This design comes from an exercise in tuning for small area and a short achievable clock period on the open sky130 flow, not from production work. The RTL of this run was laid out without a check of its function.

`config.mk`:
```
export PLATFORM = sky130hd
export DESIGN_NAME = neurona_capa_1
export DESIGN_NICKNAME = neurona_capa_1
export VERILOG_FILES = /design/flow/design.v
export SDC_FILE = /design/flow/constraint.sdc
export NUM_CORES = 4
export LEC_CHECK = 0
export CAP_MARGIN = 20
export CORE_MARGIN = 2
export CORE_UTILIZATION = 40
export SLEW_MARGIN = 20
```
`constraint.sdc`:
```
create_clock -name core_clock -period 8.0 [get_ports {clk}]
set_input_delay 1.6000 -clock core_clock [delete_from_list [all_inputs] [get_ports {clk}]]
set_output_delay 1.6000 -clock core_clock [all_outputs]
set_load 0.01 [all_outputs]
```
`design.v`:
```
module neurona_capa_1(
    weight_0, weight_1, weight_2, weight_3, weight_4, weight_5, weight_6, weight_7,
    weight_8, weight_9, weight_10, weight_11, weight_12, weight_13, weight_14, weight_15,
    weight_16, weight_17, weight_18, weight_19, weight_20, weight_21, weight_22, weight_23,
    weight_24, weight_25, weight_26, weight_27, weight_28, weight_29, weight_30, weight_31, weight_32,
    weight_33, weight_34, weight_35, weight_36, weight_37, weight_38, weight_39, weight_40, weight_41,
    weight_42, weight_43, weight_44, weight_45, weight_46, weight_47, weight_48,
    pixel_0, pixel_1, pixel_2, pixel_3, pixel_4, pixel_5, pixel_6, pixel_7,
    pixel_8, pixel_9, pixel_10, pixel_11, pixel_12, pixel_13, pixel_14, pixel_15,
    pixel_16, pixel_17, pixel_18, pixel_19, pixel_20, pixel_21, pixel_22, pixel_23,
    pixel_24, pixel_25, pixel_26, pixel_27, pixel_28, pixel_29, pixel_30, pixel_31,
    pixel_32, pixel_33, pixel_34, pixel_35, pixel_36, pixel_37, pixel_38, pixel_39,
    pixel_40, pixel_41, pixel_42, pixel_43, pixel_44, pixel_45, pixel_46, pixel_47,
    pixel_48, 
    clk, out
);
    input wire pixel_0;
    input wire pixel_1;
    input wire pixel_2;
    input wire pixel_3;
    input wire pixel_4;
    input wire pixel_5;
    input wire pixel_6;
    input wire pixel_7;
    input wire pixel_8;
    input wire pixel_9;
    input wire pixel_10;
    input wire pixel_11;
    input wire pixel_12;
    input wire pixel_13;
    input wire pixel_14;
    input wire pixel_15;
    input wire pixel_16;
    input wire pixel_17;
    input wire pixel_18;
    input wire pixel_19;
    input wire pixel_20;
    input wire pixel_21;
    input wire pixel_22;
    input wire pixel_23;
    input wire pixel_24;
    input wire pixel_25;
    input wire pixel_26;
    input wire pixel_27;
    input wire pixel_28;
    input wire pixel_29;
    input wire pixel_30;
    input wire pixel_31;
    input wire pixel_32;
    input wire pixel_33;
    input wire pixel_34;
    input wire pixel_35;
    input wire pixel_36;
    input wire pixel_37;
    input wire pixel_38;
    input wire pixel_39;
    input wire pixel_40;
    input wire pixel_41;
    input wire pixel_42;
    input wire pixel_43;
    input wire pixel_44;
    input wire pixel_45;
    input wire pixel_46;
    input wire pixel_47;
    input wire pixel_48;
    input wire clk;
    input wire signed [7:0] weight_0;
    input wire signed [7:0] weight_1;
    input wire signed [7:0] weight_2;
    input wire signed [7:0] weight_3;
    input wire signed [7:0] weight_4;
    input wire signed [7:0] weight_5;
    input wire signed [7:0] weight_6;
    input wire signed [7:0] weight_7;
    input wire signed [7:0] weight_8;
    input wire signed [7:0] weight_9;
    input wire signed [7:0] weight_10;
    input wire signed [7:0] weight_11;
    input wire signed [7:0] weight_12;
    input wire signed [7:0] weight_13;
    input wire signed [7:0] weight_14;
    input wire signed [7:0] weight_15;
    input wire signed [7:0] weight_16;
    input wire signed [7:0] weight_17;
    input wire signed [7:0] weight_18;
    input wire signed [7:0] weight_19;
    input wire signed [7:0] weight_20;
    input wire signed [7:0] weight_21;
    input wire signed [7:0] weight_22;
    input wire signed [7:0] weight_23;
    input wire signed [7:0] weight_24;
    input wire signed [7:0] weight_25;
    input wire signed [7:0] weight_26;
    input wire signed [7:0] weight_27;
    input wire signed [7:0] weight_28;
    input wire signed [7:0] weight_29;
    input wire signed [7:0] weight_30;
    input wire signed [7:0] weight_31;
    input wire signed [7:0] weight_32;
    input wire signed [7:0] weight_33;
    input wire signed [7:0] weight_34;
    input wire signed [7:0] weight_35;
    input wire signed [7:0] weight_36;
    input wire signed [7:0] weight_37;
    input wire signed [7:0] weight_38;
    input wire signed [7:0] weight_39;
    input wire signed [7:0] weight_40;
    input wire signed [7:0] weight_41;
    input wire signed [7:0] weight_42;
    input wire signed [7:0] weight_43;
    input wire signed [7:0] weight_44;
    input wire signed [7:0] weight_45;
    input wire signed [7:0] weight_46;
    input wire signed [7:0] weight_47;
    input wire signed [7:0] weight_48;
    output reg signed [7:0] out;
    reg signed [7:0] mul_0;
    reg signed [7:0] mul_1;
    reg signed [7:0] mul_2;
    reg signed [7:0] mul_3;
    reg signed [7:0] mul_4;
    reg signed [7:0] mul_5;
    reg signed [7:0] mul_6;
    reg signed [7:0] mul_7;
    reg signed [7:0] mul_8;
    reg signed [7:0] mul_9;
    reg signed [7:0] mul_10;
    reg signed [7:0] mul_11;
    reg signed [7:0] mul_12;
    reg signed [7:0] mul_13;
    reg signed [7:0] mul_14;
    reg signed [7:0] mul_15;
    reg signed [7:0] mul_16;
    reg signed [7:0] mul_17;
    reg signed [7:0] mul_18;
    reg signed [7:0] mul_19;
    reg signed [7:0] mul_20;
    reg signed [7:0] mul_21;
    reg signed [7:0] mul_22;
    reg signed [7:0] mul_23;
    reg signed [7:0] mul_24;
    reg signed [7:0] mul_25;
    reg signed [7:0] mul_26;
    reg signed [7:0] mul_27;
    reg signed [7:0] mul_28;
    reg signed [7:0] mul_29;
    reg signed [7:0] mul_30;
    reg signed [7:0] mul_31;
    reg signed [7:0] mul_32;
    reg signed [7:0] mul_33;
    reg signed [7:0] mul_34;
    reg signed [7:0] mul_35;
    reg signed [7:0] mul_36;
    reg signed [7:0] mul_37;
    reg signed [7:0] mul_38;
    reg signed [7:0] mul_39;
    reg signed [7:0] mul_40;
    reg signed [7:0] mul_41;
    reg signed [7:0] mul_42;
    reg signed [7:0] mul_43;
    reg signed [7:0] mul_44;
    reg signed [7:0] mul_45;
    reg signed [7:0] mul_46;
    reg signed [7:0] mul_47;
    reg signed [7:0] mul_48;
    always @(posedge clk) begin
        mul_0 <= pixel_0 * weight_0;
        mul_1 <= pixel_1 * weight_1;
        mul_2 <= pixel_2 * weight_2;
        mul_3 <= pixel_3 * weight_3;
        mul_4 <= pixel_4 * weight_4;
        mul_5 <= pixel_5 * weight_5;
        mul_6 <= pixel_6 * weight_6;
        mul_7 <= pixel_7 * weight_7;
        mul_8 <= pixel_8 * weight_8;
        mul_9 <= pixel_9 * weight_9;
        mul_10 <= pixel_10 * weight_10;
        mul_11 <= pixel_11 * weight_11;
        mul_12 <= pixel_12 * weight_12;
        mul_13 <= pixel_13 * weight_13;
        mul_14 <= pixel_14 * weight_14;
        mul_15 <= pixel_15 * weight_15;
        mul_16 <= pixel_16 * weight_16;
        mul_17 <= pixel_17 * weight_17;
        mul_18 <= pixel_18 * weight_18;
        mul_19 <= pixel_19 * weight_19;
        mul_20 <= pixel_20 * weight_20;
        mul_21 <= pixel_21 * weight_21;
        mul_22 <= pixel_22 * weight_22;
        mul_23 <= pixel_23 * weight_23;
        mul_24 <= pixel_24 * weight_24;
        mul_25 <= pixel_25 * weight_25;
        mul_26 <= pixel_26 * weight_26;
        mul_27 <= pixel_27 * weight_27;
        mul_28 <= pixel_28 * weight_28;
        mul_29 <= pixel_29 * weight_29;
        mul_30 <= pixel_30 * weight_30;
        mul_31 <= pixel_31 * weight_31;
        mul_32 <= pixel_32 * weight_32;
        mul_33 <= pixel_33 * weight_33;
        mul_34 <= pixel_34 * weight_34;
        mul_35 <= pixel_35 * weight_35;
        mul_36 <= pixel_36 * weight_36;
        mul_37 <= pixel_37 * weight_37;
        mul_38 <= pixel_38 * weight_38;
        mul_39 <= pixel_39 * weight_39;
        mul_40 <= pixel_40 * weight_40;
        mul_41 <= pixel_41 * weight_41;
        mul_42 <= pixel_42 * weight_42;
        mul_43 <= pixel_43 * weight_43;
        mul_44 <= pixel_44 * weight_44;
        mul_45 <= pixel_45 * weight_45;
        mul_46 <= pixel_46 * weight_46;
        mul_47 <= pixel_47 * weight_47;
        mul_48 <= pixel_48 * weight_48;
        out <= mul_0 + mul_1 + mul_2 + mul_3 + mul_4 + mul_5 + mul_6 + mul_7 + mul_8 + mul_9 + mul_10 + mul_11 + mul_12 + mul_13 + mul_14 + mul_15 + mul_16 + mul_17 + mul_18 + mul_19 + mul_20 + mul_21 + mul_22 + mul_23 + mul_24 + mul_25 + mul_26 + mul_27 + mul_28 + mul_29 + mul_30 + mul_31 + mul_32 + mul_33 + mul_34 + mul_35 + mul_36 + mul_37 + mul_38 + mul_39 + mul_40 + mul_41 + mul_42 + mul_43 + mul_44 + mul_45 + mul_46 + mul_47 + mul_48;
    end
endmodule
```
`run.sh`:
```
#!/bin/bash
# synth_recipe.tcl (not shown) runs the flow's synth.tcl, then flattens the netlist and writes it again
# the make line also repeats each setting of config.mk as NAME=value (left out here)
make -C /OpenROAD-flow-scripts/flow DESIGN_CONFIG=/design/flow/config.mk WORK_HOME=/design/flow/orfs CLKGATE_MAP_FILE= SYNTH_SCRIPT=/design/flow/synth_recipe.tcl finish
```
==> impl_metrics.toml <==
[timing]
worst_slack_ns = 0.990
period_minus_slack_ns = 7.01
hold_viol_final = 0
slew-limit-headroom_pct = 57.4
rsz0062_at_grt = "false"
setup_violations = 0
post-route-period-util_pct = 87.6
skew_ns = 0.0118
final-max-slew-violation-count = 0
hold_ws_ns = 0.887
tns_ns = 0
worst_pin_slew_ns = 0.634
max_freq_mhz = 143

[place]
placed_area_sq_mm = 0.0243
io_buffers = 449
dpl.hpwl_um = 42500
preCtsSetupSlack_ns = 0.934
place_congestion = 0.810

[critical_path]
crit_required_ns = 8.44
path_cells = "inv_1 > fa_1 > inv_1 > fa_1 > fa_1 > inv_1 > fa_1 > inv_1 > fa_1 > fa_1 > fa_1 > fa_1 > inv_1 > fa_1 > inv_1 > ha_1 > fa_1 > a21o_1 > a21oi_1 > xnor2_1 > xnor3_1 > xnor3_1"
crit_path_start_kind = "flop"
r2r_end = "out[7]$_DFF_P_"
critPathKind = "flop to flop"
timing.critical_path.slowest_cell_delay_ns = 0.56
slowest_stage = "fa_1"
cp.arrival_ns = 7.45
end_kind = "flop"
r2r_start = "mul_33[2]$_DFF_P_"
reg2reg_depth = 22
worstPathMaxFanout = 2
crit_top_cell = "fa_1"
reg2reg_slack_ns = 0.99

[yosys]
synth_warnings = 1
netlist.area_leader.share_pct = 42.1
yosysSeqAreaShare_pct = 42.1
ys_seq_elements = 400
syn_avg_cell_area_sq_um = 11.8
async_reset_ff_share_pct = 0
synthTopCellsByArea = "dfxtp_1 (42%), fa_1 (30%), and2_1 (13%)"
yosysUniqueCellTypes = 11
yosys-top-cells-count = "inv_1 (408), dfxtp_1 (400), and2_1 (392)"
synth-edff-count = 0
synth_most_common_cell = "inv_1"
synth.largest_area_cell = "dfxtp_1"
netlist_area_sq_mm = 0.0190
syn_nets = 2378
synthFlopType = "dfxtp_1"
synthCells = 1618

[floorplan]
placementRows = 79
io_pins = 450
fp.dieH_um = 222
core-area_sq_mm = 0.0468
die_x_um = 222
die_area_sq_mm = 0.0493
start_util_pct = 40.7

[worst_hold_path]
whs_path_depth = 4
min_path_type = "flop to flop"
hp-start = "mul_48[0]$_DFF_P_"
hold_path_end = "out[0]$_DFF_P_"

[drt]
avgViaCountPerCell = 4.13
wire_per_inst_um = 17.8
vias = 11367
drt-initial-drc-count = 279
first_pass_iters = 4
drt.antenna.violating_nets = 0
routed_wl_um = 48900
drc_errors = 0

[grt]
antenna_found_initial = 3
grt_first_pass_wirelength_um = 75100
grt_pass1_vias = 13347
track_usage_pct = 20.6
grt_max_degree = 13
overflow = 0

[cts]
cts_max_path_buffers = 3
ctsHoldBuffers = 0
cts.sinks = 400
cts_tree = "done"
post-cts-setup-buffers = 0
cts_resized = 0
numCtsBuffers = 44
clk_latency_ns = 0.56
root_buffer = "clkbuf_16"
path_clk_slew_ns = 0.06
h-tree-depth = 2

[layout]
area_growth_pct = 34.9
fin_nets = 2873
fillers = 4139
final_area_sq_mm = 0.0257
final_layout_size_suffix_gt1_share_pct = 2.89

[status]
status = "no timing/DRC/antenna violations"

[job]
max_cap_viol_count = 0
==> layout make-up <==
class                      instances  area (sq um)  area share [%]
sequential                       400          8010            31.2
clock inverter                     8          81.3           0.317
multi-input combinational        810          9480            36.9
tap                              607           759            2.96
clock buffer                      69          1300            5.05
antenna                            2          5.00          0.0195
timing repair buffer             449          4490            17.5
inverter                         408          1530            5.97
==> placed cells by master, fill, tap and decap left out, types with 3 or more instances in the layout <==
cell type	instances
clkdlybuf4s50_1	449
inv_1	408
dfxtp_1	400
and2_1	392
fa_1	286
xnor2_1	81
clkbuf_16	45
ha_1	32
clkbuf_1	16
xor2_1	12
clkbuf_8	8
clkinv_2	3
==> through the flow <==
stage               instances  utilization (%)
floorplan                1618                -
global placement         2674             51.9
detailed placement       2674             51.9
CTS                      2751             54.9
global route             2752             54.9
finish                   2753             54.9
==> worst max path at each step <==
stage / from / to / slack (ns) / cells past startpoint
4_1_cts: mul_33[2]$_DFF_P_ / out[7]$_DFF_P_ / 0.94 / 22
6_report: mul_33[2]$_DFF_P_ / out[7]$_DFF_P_ / 0.99 / 22
5_1_grt: mul_45[3]$_DFF_P_ / out[7]$_DFF_P_ / 0.67 / 22
3_3_place_gp: mul_21[3]$_DFF_P_ / out[7]$_DFF_P_ / 1.01 / 22
2_1_floorplan: mul_33[2]$_DFF_P_ / out[7]$_DFF_P_ / 1.24 / 22
3_5_place_dp: mul_33[2]$_DFF_P_ / out[7]$_DFF_P_ / 0.93 / 22
==> metal layers <==
metal | vias up | wire, um | GRT usage [%]
met3 | 78 | 1810 | 3.33
li1 | 5525 | - | -
met2 | 266 | 24100 | 35.7
met1 | 5494 | 21800 | 26.6
met5 | - | 22 | 0
met4 | 4 | 1200 | 5.93
==> kinds of logic (layout without fill, tap and decap cells) <==
group / count (synthesis) / after routing / synth area share (%)
buffers and inverters: 408 / 934 / 8.05
flip-flops: 400 / 400 / 42.1
AND/OR/NAND/NOR: 392 / 392 / 12.9
adder cells (fa/ha/maj): 318 / 318 / 32.2
XOR/XNOR: 96 / 96 / 4.61
AO/OA/AOI/OAI: 4 / 4 / 0.132
other: 0 / 2 / 0
==> critical path, delay by kind of cell (launching register included) <==
family / cells / cell delay (ns)
flops: 1 / 0.31
fa+ha+maj: 11 / 5.20
compound gates: 2 / 0.33
buf+inv: 6 / 0.32
xor+xnor: 3 / 0.74

## separate check: timing with driven ports
No port has a modelled driver above. Below, the same layout with a new extraction and two added sets of constraints.
Step 1 (the two cells are an assumption about what drives the block):
set clk [get_ports {clk}]
set_driving_cell -lib_cell sky130_fd_sc_hd__clkbuf_16 $clk
set_driving_cell -lib_cell sky130_fd_sc_hd__buf_2 [delete_from_list [all_inputs] $clk]
Step 2 moves the port delays by t, midway between the first and last clock arrival at a register: inputs arrive t later, outputs are due t later. That takes back most of the time a late clock gives input paths.
Slacks: ideal / step 1 / step 2; pairs: ideal / step 1.
shift t [ns]: 0.608
setup WS [ns]: 0.990 / 0.990 / 0.990
hold slack, ns: 0.887 / 0.887 / 0.887
latest minus earliest clock arrival (ns): 0.017 / 0.016
After both steps this run still meets setup and hold. For this run, drivers alone change the setup slack by 0.000 ns; drivers and shift together by 0.000 ns.
